From an optimization exercise on the open Yosys and OpenROAD flow, aimed at small area; shortcuts taken in it are not production practice.
The RTL was checked by simulation tests, not by an equivalence proof against the original design.

## flow/design.v (module list and top-level ports; edited modules follow where they fit)
// module crc32: 2223 lines
// module crc32_xor2: 7 lines
module crc32 (
  input         crc_en,
  input [511:0] data_in,
  output [31:0] crc_out,
  input         clk,
  input         rst
);
  // ...
==> flow/flow/run.sh <==
#!/bin/bash
set -euo pipefail
export BUFFER_PORTS_ARGS="-buffer_cell sky130_fd_sc_hd__buf_1"
R=orfs/results/sky130hd/crc32/base
bash standard.sh synth > standard_synth.log 2>&1
sed -i -E 's/sky130_fd_sc_hd__mux2_(2|4|8) /sky130_fd_sc_hd__mux2_1 /' $R/1_2_yosys.v
rm -f $R/1_synth.odb $R/1_synth.sdc
bash standard.sh finish > standard_finish.log 2>&1
==> flow/standard.sh <==
#!/bin/bash
# synth_recipe.tcl (not shown) runs the flow's synth.tcl, then flattens the netlist and writes it again
# the make line also repeats each setting of config.mk as NAME=value (left out here)
make -C /OpenROAD-flow-scripts/flow DESIGN_CONFIG=/design/flow/config.mk WORK_HOME=/design/flow/orfs CLKGATE_MAP_FILE= SYNTH_SCRIPT=/design/flow/synth_recipe.tcl "${@:-finish}"
==> flow/config.mk <==
export PLATFORM = sky130hd
export DESIGN_NAME = crc32
export DESIGN_NICKNAME = crc32
export VERILOG_FILES = /design/flow/design.v
export SDC_FILE = /design/flow/constraint.sdc
export NUM_CORES = 4
export LEC_CHECK = 0
export CAP_MARGIN = 10
export CORE_MARGIN = 2
export CORE_UTILIZATION = 30
export CTS_BUF_LIST = sky130_fd_sc_hd__clkbuf_8
export GPL_ROUTABILITY_DRIVEN = 1
export GPL_TIMING_DRIVEN = 0
export SLEW_MARGIN = 10
export SYNTH_HIERARCHICAL = 1
export SYNTH_MINIMUM_KEEP_SIZE = 0
==> flow/constraint.sdc <==
create_clock -name core_clock -period 8.0 [get_ports {clk}]
set_input_delay 1.6000 -clock core_clock [delete_from_list [all_inputs] [get_ports {clk}]]
set_output_delay 1.6000 -clock core_clock [all_outputs]
set_load 0.01 [all_outputs]
==> impl_results.md, run 1 <==
* Max Cap Viol at 2
* Root Driver: clkbuf_8
* Synth top cells by count: 2171 x xor2_1, 32 x dfstp_2, 30 x mux2_4
* Final WL at 173000 µm
* Final hold viol count at 0
* CTS Buffer Depth at 2
* Multi-input gate area at 0.0195 mm²
* Multi-input combinational area share at about 82%
* Crit path time final at 7670 ps
* Die footprint at 0.0697 mm²
* GR Util met3 at under 10%
* Worst setup SP type: input port
* Status: failed layout checks
* Cell family with most CP delay: XOR/XNOR gates
* Hpwl dp at 162000 µm
* DRC viols at 0
* Largest stage delay on the critical path at roughly 1300 ps
* Adder-cell area share of the yosys netlist at 0%
* Via count at between 15k and 20k
* Worst reg2reg path depth at 14
* Final number of max-transition violations at 3
* Busiest grt layer: met2
* Hold Buf Count CTS at 0
* N_diodes at 1
* Crit. Startpoint: data_in[178]
* Final setup violation count at 0
* Blocking Checks: max-capacitance violations, max-slew violations
==> run 2, diff against run 1 <==
==> flow/config.mk (replaced) <==
export PLATFORM = sky130hd
export DESIGN_NAME = crc32
export DESIGN_NICKNAME = crc32
export VERILOG_FILES = /design/flow/design.v
export SDC_FILE = /design/flow/constraint.sdc
export NUM_CORES = 4
export LEC_CHECK = 0
export CAP_MARGIN = 20
export CORE_MARGIN = 2
export CORE_UTILIZATION = 40
export CTS_BUF_LIST = sky130_fd_sc_hd__clkbuf_8
export GPL_ROUTABILITY_DRIVEN = 1
export GPL_TIMING_DRIVEN = 0
export SLEW_MARGIN = 20
export SYNTH_HIERARCHICAL = 1
export SYNTH_MINIMUM_KEEP_SIZE = 0
==> run 2 against run 1 <==
Effect of this change:
- now clean on timing, DRC and antenna
- final cell count is 5.6% lower
- utilization is 11 points higher
- largest cell class unchanged
- design area is 1.3% lower
- critical endpoint is now lfsr_q[30]
- critical path depth is 2 higher
- sequential cell count stayed put
- worst hold slack better by 3.5 ps
- clock skew is 12 ps lower
==> impl_results.md, run 2 <==
* Yosys warns at 7
* Core area at 0.0501 mm²
* Setup TNS at 0 ps
* Die X-Extent at 229 µm
* Fillers at ~5.2k
* Clock sinks at 32
* Primary FF master, synth: dfstp_2
* Synthesis area per yosys at 0.0204 mm²
* Crit. End Element: register
* Ys async rst share at 100%
* Inst Count DP at approximately 3.5k
* GRT Util Overall at between 50% and 60%
* # Post-CTS Setup Buffers at 0
* RSZ-0062 raised after global routing: no
* Synth area leader: xor2_1
* Vias in the first global route at 19.0k
* Iter 0 DRT Violations at 3132
* Total Nets Final at 3310
* Post-CTS sizing at 0
* Crit path time final at 7710 ps (+36.8 ps)
* Die footprint at 0.0525 mm² (-25%)
* Worst Path Required at 8230 ps
* Via count at 19.4k (+4.1%)
* HP Class: reg -> reg
* Crit Path Class: in -> reg
* DR WL/cell at 43.9 µm
* 1st-pass router iterations at 5
* Antenna Nets Post-Route at 0
* Rows at 82
* Final setup skew at about 9.3 ps
* Root Driver: clkbuf_8
* First-pass GRT wire length at about 190000 µm
* Gate Count Post-Synth at 2240
* Final hold viol count at 0 (unchanged)
* Max Cap Viol at 0 (-2)
* Biggest regs: lfsr_q (32)
* Initial Utilization at between 40 and 50%
* Buffers on Ports at between 500 and 600
* Worst-margin pin slew at 1380 ps
* Share of cells above drive strength 1 at 2.15%
* Post-route cell area at 0.0234 mm²
* Pin count of the biggest net entering global routing at 33
* CTS H-tree depth at 2
* Worst setup SP type: input port
* Count leader, synth: xor2_1
* Top reg by flops: lfsr_q
* Tcrit/Tclk final at ~96%
* Clock Latency Late Sink at 300 ps
* Post-synth EDFFs at 0
* Netlist cell types at 7
* GPL Wtd Cong at 1.19
* Hold Buf Count CTS at 0 (unchanged)
* Layout area overhead at 15.4%
* Largest cells by area after synthesis: xor2_1 93%, dfstp_2 4.1%, mux2_4 2.2%, buf_12 0.29%, mux2_2 0.11%
* Finished Layout Cells at 3468
* Register area share after synthesis at 4.12%
* Most common cell after layout, fill and taps aside: xor2_1
* Cell area after synthesis at 0.0203 mm²
* Yosys reg bits at 32
* Die Ht at between 200 and 250 µm
* Critical Path Fanout Max at 4
* Max FFs per register at 32
* CTS tree: yes
* Status: timing/DRC/antenna clean
* Peak Freq at ~130 MHz
* DP Area at roughly 0.023 mm²
* Final setup violation count at 0 (unchanged)
* Synth top cells by count: 2171 x xor2_1, 32 x dfstp_2, 30 x mux2_4
* Num CTS Buffers at 5
* Hpwl dp at 140000 µm (-14%)
* Worst-path clk slew at 80 ps
* Most frequent cells in the layout: 2158 x xor2_1, 545 x buf_1, 32 x mux2_1, 32 x dfstp_2, 13 x xor2_2
* Grt total ovfl at 0
* Worst relative slew slack at 7.95%
* Vias per inst at ~5.6
* Synth top area share at 93.2%
* Mapped Avg Cell Area at 9.06 µm²
* Synthesized Nets at 2755
* Final number of max-transition violations at 0 (-3)
* CTS Buffer Depth at 2 (unchanged)
* Ports at 547
* DRC viols at 0 (unchanged)
* Final WL at 152000 µm (-12%)
* Data arrival, critical path at between 7000 and 8000 ps
* Initial antenna violation count at 2
[run 2: cell counts after synthesis]
Identical to the previous run, type by type.
[run 2: final cells by class]
type	count	area, µm²	area share (%)
Antenna cell	1	2.50	0.0107
Buffer	4	71.3	0.305
Timing Repair Buffer	548	2080	8.90
Inverter	1	3.75	0.0160
Tap cell	672	841	3.59
Clock buffer	7	96.3	0.412
Sequential cell	32	841	3.59
Multi-Input combinational cell	2203	19500	83.2
[run 2: worst max-delay path: stages]
cell    delay [ps]
buf_1          470
xor2_1         230
xor2_1         790
xor2_1         960
xor2_1         190
xor2_1         220
xor2_1         780
xor2_1         300
xor2_1         630
xor2_1         340
xor2_1         290
xor2_1         270
xor2_1         350
xor2_1         150
mux2_1         320
[run 2: cells by family after synthesis]
group                     share of synthesized area (%)
xor gates and xnor gates                           93.2
muxes                                              2.32
buffers and inverters                             0.368
DFF                                                4.12
[run 2: final timing paths]
kind,start,cells past startpoint,endpoint,slack [ps]
min,lfsr_q[17],1,lfsr_q[17],660
min reg2reg,lfsr_q[17],1,lfsr_q[17],660
min in group asynchronous,rst,2,lfsr_q[30],1730
max in group asynchronous,rst,2,lfsr_q[4],6210
max,data_in[247],15,lfsr_q[30],290
max reg2reg,lfsr_q[28],14,lfsr_q[9],1310
[run 2: per-layer routing]
metal,up-vias,track usage (%),wire length [µm]
li1,7871,-,-
met1,9322,65.4,56200
met2,1747,80.2,61000
met3,496,16.9,17100
met4,4,54.2,18000
met5,-,0,34
[run 2: through the flow]
| stage | setup WS, ps | utilization [%] | hold slack, ps |
|---|---|---|---|
| after floorplan | 3220 | - | 659 |
| after global placement | 84.9 | 46.3 | 642 |
| after detailed placement | 515 | 46.5 | 650 |
| after CTS | 818 | 46.7 | 660 |
| after global routing | 669 | 46.8 | 669 |
| final | 288 | 46.8 | 660 |
[run 2: per-module statistics from Yosys, one instance, submodules excluded]
module,flip-flops and latches,area [µm²],copies in the design,cells inside
crc32,32,1390,1,69
crc32_xor2,0,8.76,2171,1
==> run 3, diff against run 2 <==
--- a/flow/config.mk
+++ b/flow/config.mk
@@ -7,7 +7,7 @@
 export LEC_CHECK = 0
 export CAP_MARGIN = 20
 export CORE_MARGIN = 2
-export CORE_UTILIZATION = 40
+export CORE_UTILIZATION = 25
 export CTS_BUF_LIST = sky130_fd_sc_hd__clkbuf_8
 export GPL_ROUTABILITY_DRIVEN = 1
 export GPL_TIMING_DRIVEN = 0
==> run 3 against run 2 <==
Effect of this change:
- synthesized cell count unchanged
- critical path depth unchanged
- design area up 2.7%
- maximum frequency up 3.0%
- sequential share of layout area down 0.096 points
- final cell count up 11%
- sequential cell count unchanged
- routed wire length up 16%
- still clean on timing, DRC and antenna
- utilization down 17 points
- worst setup slack better by 220 ps
- synthesized area unchanged
==> impl_results.md, run 3 <==
* Clock sinks at 32 (unchanged)
* Initial Utilization at 25.2% (-15 points)
* Die Ht at 289 µm (+26%)
* Slowest-stage cell, CP: xor2_1
* Peak Freq at 134 MHz (+3.0%)
* Layout area overhead at 18.5%
* Post-synth EDFFs at 0 (unchanged)
* Netlist cell types at 7 (unchanged)
* Most frequent cells in the layout: 2148 x xor2_1, 543 x buf_1, 32 x mux2_1, 32 x dfstp_2, 21 x xor2_2
* # Post-CTS Setup Buffers at 0 (unchanged)
* Synthesis area per yosys at 0.0204 mm² (unchanged)
* Crit path time final at 7490 ps (-222 ps)
* Core area at 0.0804 mm² (+61%)
* Worst Path Required at 8220 ps (about the same)
* Most common cell after layout, fill and taps aside: xor2_1
* Die footprint at 0.0835 mm² (+59%)
* GPL Wtd Cong at 1.11 (-7.2%)
* Mux share of post-synthesis cell area at 2.32% (unchanged)
* Worst-path clk slew at 60 ps (-20 ps)
* Num CTS Buffers at 5 (unchanged)
* Worst reg2reg path depth at 14 (unchanged)
* Ports at 547 (unchanged)
* DRC viols at 0 (unchanged)
* Worst Path Buf+Inv at 1 (unchanged)
* Worst hold path stage count at 1 (unchanged)
* Max FFs per register at 32 (unchanged)
* Max Cap Viol at 0 (unchanged)
* GRT Util Overall at 41.1% (-15 points)
* Crit. End Element: register
* Root Driver: clkbuf_8
* Ys async rst share at 100% (unchanged)
* Cell area after synthesis at 0.0203 mm² (unchanged)
* Mapped Avg Cell Area at 9.06 µm² (unchanged)
* Cell mode on critical path: xor2_1
* Synthesized Nets at 2755 (unchanged)
* Hold Buf Count CTS at 0 (unchanged)
* Share of cells above drive strength 1 at 2.64% (+0.50 points)
* Total Nets Final at 3313 (+0.091%)
* Worst relative slew slack at 13.8% (+5.9 points)
* Final WL at 176000 µm (+16%)
* Register area share after synthesis at 4.12% (unchanged)
* Compound-Gate Fraction of Synth Area at 0% (unchanged)
* Largest cells by area after synthesis: xor2_1 93%, dfstp_2 4.1%, mux2_4 2.2%, buf_12 0.29%, mux2_2 0.11%
* Grt total ovfl at 0 (unchanged)
* Adder-cell area share of the yosys netlist at 0% (unchanged)
* Yosys reg bits at 32 (unchanged)
* Final hold viol count at 0 (unchanged)
* CTS Buffer Depth at 2 (unchanged)
* Vias per inst at 4.82 (-14%)
* Post-route cell area at 0.0241 mm² (+2.7%)
* HP Class: reg -> reg
* Rows at 104 (+27%)
* Die X-Extent at 289 µm (+26%)
* Hpwl dp at 165000 µm (+18%)
* Xor and xnor fraction of the mapped netlist area at 93.2% (unchanged)
* Buffers on Ports at 545 (unchanged)
* CTS tree: yes
* Final setup skew at 8.35 ps (-0.956 ps)
* 1st-pass router iterations at 5 (unchanged)
* Cell family with most CP delay: XOR/XNOR gates
* Final setup violation count at 0 (unchanged)
* Synth top cells by count: 2171 x xor2_1, 32 x dfstp_2, 30 x mux2_4
* Count leader, synth: xor2_1
* Vias in the first global route at 18.4k (-3.0%)
* Initial antenna violation count at 5 (+3)
* Yosys warns at 7 (unchanged)
* Synth top area share at 93.2% (unchanged)
* Critical Path Stages at 15 (unchanged)
* Synth area leader: xor2_1
* Tcrit/Tclk final at 93.6% (-2.8 points)
* Fraction of the mapped netlist area in simple logic gates at 0% (unchanged)
* Biggest regs: lfsr_q (32)
* Clock Latency Late Sink at 290 ps (about the same)
* RSZ-0062 raised after global routing: no
* Top reg by flops: lfsr_q
* Data arrival, critical path at 7710 ps (-230 ps)
* Primary FF master, synth: dfstp_2
* Iter 0 DRT Violations at 2147 (-31%)
* Cells along the critical path: buf_1 -> xor2_1 -> xor2_1 -> xor2_1 -> xor2_1 -> xor2_1 -> xor2_1 -> xor2_1 -> xor2_1 -> xor2_1 -> xor2_1 -> xor2_1 -> xor2_1 -> xor2_1 -> mux2_1
* Crit Path Class: in -> reg
* Critical Path Fanout Max at 3 (-1)
* Via count at 18.6k (-4.2%)
* Main combinational cell family by area after synthesis: XOR/XNOR gates
* Pin count of the biggest net entering global routing at 33 (unchanged)
* Largest stage delay on the critical path at 870 ps (-90 ps)
* Worst setup SP type: input port
* First-pass GRT wire length at 212000 µm (+13%)
* CTS H-tree depth at 2 (unchanged)
* Antenna Nets Post-Route at 0 (unchanged)
* Post-CTS sizing at 0 (unchanged)
* DR WL/cell at 45.7 µm (+4.0%)
* Worst-margin pin slew at 1290 ps (-88.1 ps)
* DP Area at 0.0240 mm² (+2.9%)
* Final number of max-transition violations at 0 (unchanged)
* Status: timing/DRC/antenna clean
* Gate Count Post-Synth at 2240 (unchanged)
-- run 3: path summary, 6_finish.rpt --
kind,startpoint,to,slack (ps)
max,data_in[133],lfsr_q[6],510
min,lfsr_q[29],lfsr_q[29],650
max reg2reg,lfsr_q[7],lfsr_q[13],1600
min reg2reg,lfsr_q[29],lfsr_q[29],650
max in group asynchronous,rst,lfsr_q[30],6160
min in group asynchronous,rst,lfsr_q[21],1790
-- run 3: cells by family after synthesis --
kind of cell and Yosys count:
xor+xnor 2171, buf+inv 5, flops 32, mux 32
-- run 3: through the flow --
step | hold WS, ps | instances | utilization, % | setup WS [ps] | TNS [ps]
final | 655 | 3862 | 29.9 | 511 | 0
after global routing | 667 | 3859 | 29.9 | 758 | 0
after CTS | 658 | 3859 | 29.9 | 889 | 0
after detailed placement | 648 | 3851 | 29.8 | 566 | 0
after global placement | 643 | 3845 | 29.4 | -677 | -6100
after floorplan | 659 | 2240 | - | 3220 | 0
-- run 3: worst register-to-register path: stages (launching register included) --
cell and delay (ps):
dfstp_2 590, xor2_4 640, xor2_1 250, xor2_1 990
xor2_1 180, xor2_1 410, xor2_1 410, xor2_1 510
xor2_1 580, xor2_1 520, xor2_1 360, xor2_1 140
xor2_1 200, xor2_1 210, mux2_1 320
-- run 3: modules after synthesis (local to each module, per instance) --
module      cells inside  cell area [µm²]
crc32_xor2             1             8.76
crc32                 69             1390
-- run 3: cell type report --
| type | instances | area (µm²) |
|---|---|---|
| well taps | 1060 | 1330 |
| clock buffers | 6 | 82.6 |
| inverters | 1 | 3.75 |
| flip-flops and latches | 32 | 841 |
| fillers | 8936 | 56400 |
| clock inverters | 2 | 7.51 |
| multi-input cells | 2203 | 19600 |
| plain buffers | 4 | 71.3 |
| repair buffers | 551 | 2140 |
| diodes | 3 | 7.51 |
-- run 3: layer usage --
layer | track usage [%] | wire, µm | share of wire, % | vias to the layer above
met5 | 0 | 56 | 0.032 | -
met4 | 31.3 | 16200 | 9.2 | 8
met3 | 6.38 | 12600 | 7.1 | 345
met2 | 63.7 | 76300 | 43 | 1273
met1 | 51.2 | 71200 | 40 | 9120
li1 | - | - | - | 7880
==> run 4, diff against run 3 <==
--- a/flow/config.mk
+++ b/flow/config.mk
@@ -7,7 +7,7 @@
 export LEC_CHECK = 0
 export CAP_MARGIN = 20
 export CORE_MARGIN = 2
-export CORE_UTILIZATION = 25
+export CORE_UTILIZATION = 30
 export CTS_BUF_LIST = sky130_fd_sc_hd__clkbuf_8
 export GPL_ROUTABILITY_DRIVEN = 1
 export GPL_TIMING_DRIVEN = 0
==> run 4 against run 3 <==
Effect of this change:
- synthesized area unchanged
- first-iteration DRC count grew 7.3%
- critical path type unchanged
- still clean on timing, DRC and antenna
- critical endpoint is now lfsr_q[1]
- design area fell by 0.97%
==> impl_results.md, run 4 <==
* Pin count of the biggest net entering global routing at 33 (unchanged)
* RR Startpoint: lfsr_q[7]
* Die X-Extent at 264 µm (-8.6%)
* Data arrival, critical path at 7850 ps (+140 ps)
* Ys async rst share at 100% (unchanged)
* Yosys reg bits at 32 (unchanged)
* Top reg by flops: lfsr_q
* Synthesis area per yosys at 0.0204 mm² (unchanged)
* GRT Util Overall at 48.2% (+7.1 points)
* Worst reg2reg path depth at 14 (unchanged)
* Biggest regs: lfsr_q (32)
* Core area at 0.0670 mm² (-17%)
* Rows at 95 (-8.7%)
* Gate Count Post-Synth at 2240 (unchanged)
* Clock sinks at 32 (unchanged)
* Netlist cell types at 7 (unchanged)
* Final setup violation count at 0 (unchanged)
* Register area share after synthesis at 4.12% (unchanged)
* Share of cells above drive strength 1 at 2.82% (+0.18 points)
* Primary FF master, synth: dfstp_2
* Worst setup SP type: input port
* Die footprint at 0.0697 mm² (-16%)
* Crit. Startpoint: data_in[178]
* Cell mode on critical path: xor2_1
* Post-route cell area at 0.0238 mm² (-0.97%)
* Post-synth EDFFs at 0 (unchanged)
* Peak Freq at 132 MHz (-1.5%)
* Worst relative slew slack at 8.86% (-5.0 points)
* Cell area after synthesis at 0.0203 mm² (unchanged)
* Tcrit/Tclk final at 95.0% (+1.4 points)
* Yosys warns at 7 (unchanged)
* CTS H-tree depth at 2 (unchanged)
* Via count at 18.8k (+1.1%)
* Critical Path Fanout Max at 4 (+1)
* Synth top cells by count: 2171 x xor2_1, 32 x dfstp_2, 30 x mux2_4
* Antenna Nets Post-Route at 0 (unchanged)
* Crit path time final at 7600 ps (+114 ps)
* Worst Path Required at 8250 ps (+30 ps)
* CTS Buffer Depth at 2 (unchanged)
* Most frequent cells in the layout: 2144 x xor2_1, 545 x buf_1, 32 x mux2_1, 32 x dfstp_2, 26 x xor2_2
* Iter 0 DRT Violations at 2304 (+7.3%)
* DR WL/cell at 47.2 µm (+3.5%)
* Final hold viol count at 0 (unchanged)
* Initial Utilization at 30.3% (+5.0 points)
* Layout area overhead at 17.4%
* Final number of max-transition violations at 0 (unchanged)
* Count leader, synth: xor2_1
* Largest cells by area after synthesis: xor2_1 93%, dfstp_2 4.1%, mux2_4 2.2%, buf_12 0.29%, mux2_2 0.11%
* First-pass GRT wire length at 209000 µm (-1.3%)
* Status: timing/DRC/antenna clean
* Synthesized Nets at 2755 (unchanged)
* Synth top area share at 93.2% (unchanged)
* Initial antenna violation count at 2 (-3)
* Largest stage delay on the critical path at 960 ps (+90 ps)
* Clock Latency Late Sink at 320 ps (+30 ps)
* Most common cell after layout, fill and taps aside: xor2_1
* Post-layout util at 35.5% (+5.6 points)
* Hpwl dp at 162000 µm (-1.6%)
* RSZ-0062 raised after global routing: no
* DRC viols at 0 (unchanged)
* Max Cap Viol at 0 (unchanged)
* Max FFs per register at 32 (unchanged)
* HP Class: reg -> reg
* Reg-to-Reg End: lfsr_q[31]
* Worst-path clk slew at 90 ps (+30 ps)
* Crit. End Element: register
* Mapped Avg Cell Area at 9.06 µm² (unchanged)
* Hold Buf Count CTS at 0 (unchanged)
* WHS at 659 ps (+3.70 ps)
* Setup crit end: lfsr_q[1]
* Cell family with most CP delay: XOR/XNOR gates
* GPL Wtd Cong at 1.11 (+0.33%)
* Worst Path Buf+Inv at 1 (unchanged)
* 1st-pass router iterations at 8 (+3)
* Slowest-stage cell, CP: xor2_1
* Num CTS Buffers at 5 (unchanged)
* Root Driver: clkbuf_8
* Final WL at 174000 µm (-1.6%)
* Vias in the first global route at 18.4k (-0.17%)
* Post-CTS sizing at 0 (unchanged)
* Total Nets Final at 3314 (+0.030%)
* DP Area at 0.0237 mm² (-1.0%)
* R2r setup slk at 1420 ps (-180 ps)
* Crit Path Class: in -> reg
* Cells along the critical path: buf_1 -> xor2_1 -> xor2_1 -> xor2_1 -> xor2_1 -> xor2_1 -> xor2_1 -> xor2_1 -> xor2_1 -> xor2_1 -> xor2_1 -> xor2_1 -> xor2_1 -> mux2_1
* Critical Path Stages at 14 (-1)
* Die Ht at 264 µm (-8.6%)
* Final setup skew at 22.1 ps (+13.7 ps)
* Setup TNS at 0 ps (unchanged)
* Buffers on Ports at 545 (unchanged)
* # Post-CTS Setup Buffers at 0 (unchanged)
* Vias per inst at 5.12 (+6.2%)
* CTS tree: yes
* Synth area leader: xor2_1
* Hold Crit Start: lfsr_q[9]
* Worst-margin pin slew at 1360 ps (+74.6 ps)
* Ports at 547 (unchanged)
* Grt total ovfl at 0 (unchanged)
==> run 4: metal layers <==
layer	global-route usage (%)	part of all wire, %
met4	37.5	9.3
met3	9.00	8.2
met1	59.5	40
met2	74.0	43
met5	0	0.013
==> run 4: area by class of cell <==
| cell class | count | area, µm² |
|---|---|---|
| clock inverters | 3 | 18.8 |
| clock buffers | 5 | 68.8 |
| fillers | 7312 | 43200 |
| plain buffers | 4 | 71.3 |
| flip-flops and latches | 32 | 841 |
| diodes | 1 | 2.50 |
| well taps | 873 | 1090 |
| repair buffers | 552 | 2130 |
| multi-input cells | 2203 | 19600 |
| inverters | 1 | 3.75 |
==> run 4: worst min-delay path by stage <==
stage               depth (start not counted)  slack (ps)          to
floorplan                                   1         660   lfsr_q[0]
global placement                            1         640  lfsr_q[30]
detailed placement                          1         650  lfsr_q[12]
CTS                                         1         660   lfsr_q[9]
global route                                1         670  lfsr_q[13]
finish                                      1         660   lfsr_q[9]
==> run 4: cell families after synthesis <==
family	Yosys count	synth area share, %
buffers and inverters	5	0.368
DFF	32	4.12
muxes	32	2.32
xor gates and xnor gates	2171	93.2
==> run 4: per-module statistics from Yosys (local to each module, per instance) <==
module      area, µm²  flops+latches  cells  times used
crc32_xor2       8.76              0      1        2171
crc32            1390             32     69           1
==> run 4: through the flow <==
step	setup slack, ps	instances
2_1_floorplan	3220	2240
3_3_place_gp	-362	3658
3_5_place_dp	379	3665
4_1_cts	721	3673
5_1_grt	583	3673
6_report	396	3674

-- port drivers added, routing unchanged --
In the flow no input, the clock included, has a driving cell. The finished layouts below were timed again as built, in two steps. Step 1 (the two cells are an assumption about what drives the block):
set clk [get_ports {clk}]
set_driving_cell -lib_cell sky130_fd_sc_hd__clkbuf_16 $clk
set_driving_cell -lib_cell sky130_fd_sc_hd__buf_2 [delete_from_list [all_inputs] $clk]
Step 2 also shifts input and output timing later by t, the mid clock arrival at the registers, as if the neighbouring blocks saw the same clock. Slacks: no drivers / after step 1 / after step 2; pairs: no drivers / after step 1.
| run | t, ns | setup slack, ns | worst data-port slew with drivers (ns) |
|---|---|---|---|
| run 1 | 0.338 | 0.325 / 0.328 / -0.010 | 0.08 |
| run 2 | 0.329 | 0.288 / 0.294 / -0.035 | 0.08 |
| run 3 | 0.330 | 0.511 / 0.523 / 0.193 | 0.10 |
| run 4 | 0.340 | 0.396 / 0.391 / 0.051 | 0.08 |
For run 4, which loses most, drivers alone change the setup slack by -0.005 ns; drivers and shift together by -0.345 ns.
